This design comes from an exercise in tuning for small area and a short achievable clock period on the open sky130 flow, not from production work.
The RTL was checked by simulation tests, not by an equivalence proof against the original design.
The flow treats the clock pin as an ideal source, which a real chip does not have.
No activity file was given, so power comes from the tool's default toggle rates.

## sierra
==> flow/design.v (excerpt) <==
module mips_cpu (
    input  wire        clk,
    input  wire        rst,
    input  wire [31:0] mem_rdata,
    output wire [31:0] mem_addr,
    output wire [31:0] mem_wdata,
    output wire        mem_wr
);
Settings: LEC_CHECK=0, ABC_AREA=0, CAP_MARGIN=20, CORE_MARGIN=2, CORE_UTILIZATION=55, SLEW_MARGIN=20; clock period 21.0 ns.
standard.sh (not shown) runs the stock make flow with config.mk's settings and CLKGATE_MAP_FILE= SYNTH_SCRIPT=/design/flow/synth_recipe.tcl, a recipe that flattens the netlist after the stock synthesis.
==> flow/flow/run.sh <==
#!/bin/bash
# Own layout flow: the standard flow (standard.sh) run in three parts, with
# these changes (the design, the SDC and the clock period are the standard flow's own):
#  - the port buffers that global placement inserts are sky130_fd_sc_hd__buf_4
#    instead of the default cell (a slow clock-delay buffer); every input and
#    output port still gets its own buffer;
#  - clock tree synthesis runs without dummy load cells and with larger sink
#    clusters (fewer clock buffers); the clock port drives only the root buffer;
#  - after placement, the flip-flops that drive output port buffers are given
#    a stronger drive (dfxtp_1 -> dfxtp_4, same cell type), moved next to
#    their port buffers, and the placement is re-legalized;
#  - after clock tree synthesis, repair_timing is run with a setup margin, so
#    the resizer sizes up the gates of the longest paths.
# Each tool's full output goes to its own log file in this folder.
set -euo pipefail
export BUFFER_PORTS_ARGS="-buffer_cell sky130_fd_sc_hd__buf_4"
export CTS_ARGS="-sink_clustering_enable -repair_clock_nets -dont_use_dummy_load -sink_clustering_size 26 -sink_clustering_max_diameter 90"
R=orfs/results/sky130hd/mips_cpu/base
bash standard.sh place > standard_place.log 2>&1
ODB_IN=$R/3_place.odb ODB_OUT=$R/3_place.odb openroad -exit flow/upsize.tcl > upsize.log 2>&1
bash standard.sh cts > standard_cts.log 2>&1
ODB_IN=$R/4_cts.odb SDC_IN=$R/4_cts.sdc ODB_OUT=$R/4_cts.odb MARGIN=16.0 openroad -exit flow/repair.tcl > repair.log 2>&1
bash standard.sh > standard_finish.log 2>&1
==> flow/flow/repair.tcl <==
# repair_timing with a setup margin on the clock-tree-synthesized design, under
# the design's own SDC; then re-legalize the placement.
read_liberty $::env(FLOW_HOME)/platforms/sky130hd/lib/sky130_fd_sc_hd__tt_025C_1v80.lib
read_db $::env(ODB_IN)
read_sdc $::env(SDC_IN)
set_propagated_clock [all_clocks]
source $::env(FLOW_HOME)/platforms/sky130hd/setRC.tcl
set_dont_use [get_lib_cells {sky130_fd_sc_hd__probe_p_8 sky130_fd_sc_hd__probec_p_8 sky130_fd_sc_hd__lpflow_*}]
estimate_parasitics -placement
report_worst_slack -max
report_design_area
repair_timing -setup -setup_margin $::env(MARGIN) -repair_tns 100 -verbose
detailed_placement
check_placement
estimate_parasitics -placement
report_worst_slack -max
report_worst_slack -min
report_design_area
write_db $::env(ODB_OUT)
==> flow/flow/upsize.tcl <==
# Upsize the flip-flops that drive the output ports' buffers (drive strength
# only), move each next to its port buffer, then re-legalize the placement.
# (The output flops then sit by their pins: a short wire from each to its buffer.)
read_db $::env(ODB_IN)
set db [ord::get_db]
set block [ord::get_db_block]
set n 0
foreach bterm [$block getBTerms] {
  if {[$bterm getIoType] != "OUTPUT"} { continue }
  set net [$bterm getNet]
  set buf ""
  foreach it [$net getITerms] { if {[$it isOutputSignal]} { set buf [$it getInst] } }
  if {$buf == ""} { continue }
  set n2 ""
  foreach it [$buf getITerms] { if {[$it isInputSignal] && [$it getNet] != "NULL"} { set n2 [$it getNet] } }
  if {$n2 == ""} { continue }
  foreach it [$n2 getITerms] {
    if {[$it isOutputSignal]} {
      set ff [$it getInst]
      set m [[$ff getMaster] getName]
      if {[regexp {^(sky130_fd_sc_hd__dfxtp)_1$} $m -> base]} {
        $ff swapMaster [$db findMaster ${base}_4]
        incr n
      }
      set loc [$buf getLocation]
      $ff setLocation [lindex $loc 0] [lindex $loc 1]
    }
  }
}
puts "upsized $n output flip-flops"
detailed_placement
check_placement
write_db $::env(ODB_OUT)
Input-level comparison between violet and sierra:
diff --git a/flow/flow/run.sh b/flow/flow/run.sh
--- a/flow/flow/run.sh
+++ b/flow/flow/run.sh
@@ -9,4 +9,3 @@
 #  - after placement, the flip-flops that drive output port buffers are given
-#    a stronger drive (dfxtp_1 -> dfxtp_4, same cell type), moved next to
-#    their port buffers, and the placement is re-legalized;
+#    a stronger drive (dfxtp_1 -> dfxtp_4, same cell type) and re-legalized;
 #  - after clock tree synthesis, repair_timing is run with a setup margin, so
@@ -16,3 +15,3 @@
 export BUFFER_PORTS_ARGS="-buffer_cell sky130_fd_sc_hd__buf_4"
-export CTS_ARGS="-sink_clustering_enable -repair_clock_nets -dont_use_dummy_load -sink_clustering_size 26 -sink_clustering_max_diameter 90"
+export CTS_ARGS="-sink_clustering_enable -repair_clock_nets -dont_use_dummy_load -sink_clustering_size 24 -sink_clustering_max_diameter 80"
 R=orfs/results/sky130hd/mips_cpu/base
@@ -21,3 +20,3 @@
 bash standard.sh cts > standard_cts.log 2>&1
-ODB_IN=$R/4_cts.odb SDC_IN=$R/4_cts.sdc ODB_OUT=$R/4_cts.odb MARGIN=16.0 openroad -exit flow/repair.tcl > repair.log 2>&1
+ODB_IN=$R/4_cts.odb SDC_IN=$R/4_cts.sdc ODB_OUT=$R/4_cts.odb MARGIN=16.3 openroad -exit flow/repair.tcl > repair.log 2>&1
 bash standard.sh > standard_finish.log 2>&1
diff --git a/flow/flow/upsize.tcl b/flow/flow/upsize.tcl
--- a/flow/flow/upsize.tcl
+++ b/flow/flow/upsize.tcl
@@ -1,4 +1,3 @@
 # Upsize the flip-flops that drive the output ports' buffers (drive strength
-# only), move each next to its port buffer, then re-legalize the placement.
-# (The output flops then sit by their pins: a short wire from each to its buffer.)
+# only; the cell type stays the same), then re-legalize the placement.
 read_db $::env(ODB_IN)
@@ -24,4 +23,2 @@
       }
-      set loc [$buf getLocation]
-      $ff setLocation [lindex $loc 0] [lindex $loc 1]
     }
==> comparison <==
- Against sierra, violet comes in 1 lower on number of non-clock buffers.
- Per the comparison of violet with sierra, utilization after layout now larger, final clock period utilization by the worst path barely changed.
Relative to violet, the following input files were edited for pepper:
diff --git a/flow/flow/run.sh b/flow/flow/run.sh
--- a/flow/flow/run.sh
+++ b/flow/flow/run.sh
@@ -20,3 +20,3 @@
 bash standard.sh cts > standard_cts.log 2>&1
-ODB_IN=$R/4_cts.odb SDC_IN=$R/4_cts.sdc ODB_OUT=$R/4_cts.odb MARGIN=16.3 openroad -exit flow/repair.tcl > repair.log 2>&1
+ODB_IN=$R/4_cts.odb SDC_IN=$R/4_cts.sdc ODB_OUT=$R/4_cts.odb MARGIN=16.0 openroad -exit flow/repair.tcl > repair.log 2>&1
 bash standard.sh > standard_finish.log 2>&1
==> comparison <==
Number of antenna cells inserted, violet and pepper: higher on violet. Portion of the layout cell area used by non-clock buffers essentially unchanged between pepper and violet. Compared with violet, in pepper total power draw neither gained nor lost much, fraction of standard cell area that is sequential closely matched the old numbers. There was hardly any difference in routed wire length between pepper and violet.
[inputs] delta vs pepper
diff --git a/flow/flow/run.sh b/flow/flow/run.sh
--- a/flow/flow/run.sh
+++ b/flow/flow/run.sh
@@ -9,3 +9,4 @@
 #  - after placement, the flip-flops that drive output port buffers are given
-#    a stronger drive (dfxtp_1 -> dfxtp_4, same cell type) and re-legalized;
+#    a stronger drive (dfxtp_1 -> dfxtp_4, same cell type), moved next to
+#    their port buffers, and the placement is re-legalized;
 #  - after clock tree synthesis, repair_timing is run with a setup margin, so
@@ -15,3 +16,3 @@
 export BUFFER_PORTS_ARGS="-buffer_cell sky130_fd_sc_hd__buf_4"
-export CTS_ARGS="-sink_clustering_enable -repair_clock_nets -dont_use_dummy_load -sink_clustering_size 24 -sink_clustering_max_diameter 80"
+export CTS_ARGS="-sink_clustering_enable -repair_clock_nets -dont_use_dummy_load -sink_clustering_size 26 -sink_clustering_max_diameter 90"
 R=orfs/results/sky130hd/mips_cpu/base
@@ -20,3 +21,3 @@
 bash standard.sh cts > standard_cts.log 2>&1
-ODB_IN=$R/4_cts.odb SDC_IN=$R/4_cts.sdc ODB_OUT=$R/4_cts.odb MARGIN=16.0 openroad -exit flow/repair.tcl > repair.log 2>&1
+ODB_IN=$R/4_cts.odb SDC_IN=$R/4_cts.sdc ODB_OUT=$R/4_cts.odb MARGIN=16.3 openroad -exit flow/repair.tcl > repair.log 2>&1
 bash standard.sh > standard_finish.log 2>&1
diff --git a/flow/flow/upsize.tcl b/flow/flow/upsize.tcl
--- a/flow/flow/upsize.tcl
+++ b/flow/flow/upsize.tcl
@@ -1,3 +1,4 @@
 # Upsize the flip-flops that drive the output ports' buffers (drive strength
-# only; the cell type stays the same), then re-legalize the placement.
+# only), move each next to its port buffer, then re-legalize the placement.
+# (The output flops then sit by their pins: a short wire from each to its buffer.)
 read_db $::env(ODB_IN)
@@ -23,2 +24,4 @@
       }
+      set loc [$buf getLocation]
+      $ff setLocation [lindex $loc 0] [lindex $loc 1]
     }
### Flow results
delta: flow completed, timing, DRC and antenna clean. On fmax, pepper tracks delta almost exactly. Re number of gates resized after CTS: no difference whatsoever between pepper and delta. Per the comparison of delta with pepper, routed wire length now sits at about the same level, clock skew saw an increase. | met3 routing resource usage after global routing | lower: pepper |. Any difference in area of all placed cells without fillers between delta and pepper is small enough to ignore.

---

Setup of red:
mips_cpu, a different RTL version from the one above (not shown whole).
For scale: ~6,300 cells after synthesis, about 1,400 flip-flops, ~99 I/O pins.
export LEC_CHECK = 0
export ABC_AREA = 1
export CAP_MARGIN = 20
export CORE_MARGIN = 2
export CORE_UTILIZATION = 50
export SLEW_MARGIN = 20
create_clock -name core_clock -period 21.0 [get_ports {clk}]
==> flow/flow/run.sh <==
#!/bin/bash
# Own layout flow: the standard flow (standard.sh), with the port buffers
# that global placement inserts made sky130_fd_sc_hd__buf_4 instead of the
# default cell (a slow clock-delay buffer). Every input and output port still
# gets its own buffer. Each tool's full output goes to standard.log here.
set -euo pipefail
export BUFFER_PORTS_ARGS="-buffer_cell sky130_fd_sc_hd__buf_4"
bash standard.sh > standard.log 2>&1
What blue does differently from red at the input level:
==> flow/run.sh (new file) <==
#!/bin/bash
# synth_recipe.tcl (not shown) runs the flow's synth.tcl, then flattens the netlist and writes it again
# the make line also repeats each setting of config.mk as NAME=value (left out here)
make -C /OpenROAD-flow-scripts/flow DESIGN_CONFIG=/design/flow/config.mk WORK_HOME=/design/flow/orfs CLKGATE_MAP_FILE= SYNTH_SCRIPT=/design/flow/synth_recipe.tcl finish
removed: flow/flow/run.sh
removed: flow/standard.sh
Findings:
Looking at termination of the worst setup path, the d_fixlo result is from red; the mem_addr[22] one comes from blue. Diff red -> blue: global routing met2 resource utilization shows an increase of 0.82 points; critical path depth shows a reduction of 21; setup slack shows a reduction of 0.32 ns; total global routing track utilization shows a reduction of 1.0 points; shortest period the worst path allows shows an increase of 0.32 ns. Final cell area: blue above red. When blue is set beside red, its share of the cycle needed by the critical path after routing turns out to be 1.5 points larger.

==> static timing again, ports no longer ideal <==
Ports are ideal in the flow. The routed layouts listed here were re-timed in OpenROAD.
Step 1, drivers: a clkbuf_16 drives clk and a buf_2 each remaining input, both assumed.
Step 2 also shifts input and output timing later by t, the mid clock arrival at the registers, as if the neighbouring blocks saw the same clock.
Three values: no drivers, after step 1, after step 2; two values: the first two.
run	t (ns)	slack for setup (ns)	worst setup path at the end	worst register clock-pin slew, ns	cell pins on the clock port's net
sierra	0.720	15.641 / 15.565 / 15.710	register to register	0.11 / 0.11	1
violet	0.750	15.639 / 15.560 / 15.703	input to register	0.10 / 0.10	1
pepper	0.748	15.637 / 15.560 / 15.678	register to register	0.10 / 0.10	1
delta	0.720	15.646 / 15.569 / 15.736	input to register	0.12 / 0.12	1
red	0.883	15.060 / 15.060 / 14.648	input to register	0.07 / 0.07	1
blue	0.873	14.739 / 14.657 / 14.448	input to register	0.07 / 0.07	1
After both steps every run listed still meets setup and hold. For red, which loses most, drivers alone change the setup slack by 0.000 ns; drivers and shift together by -0.412 ns.
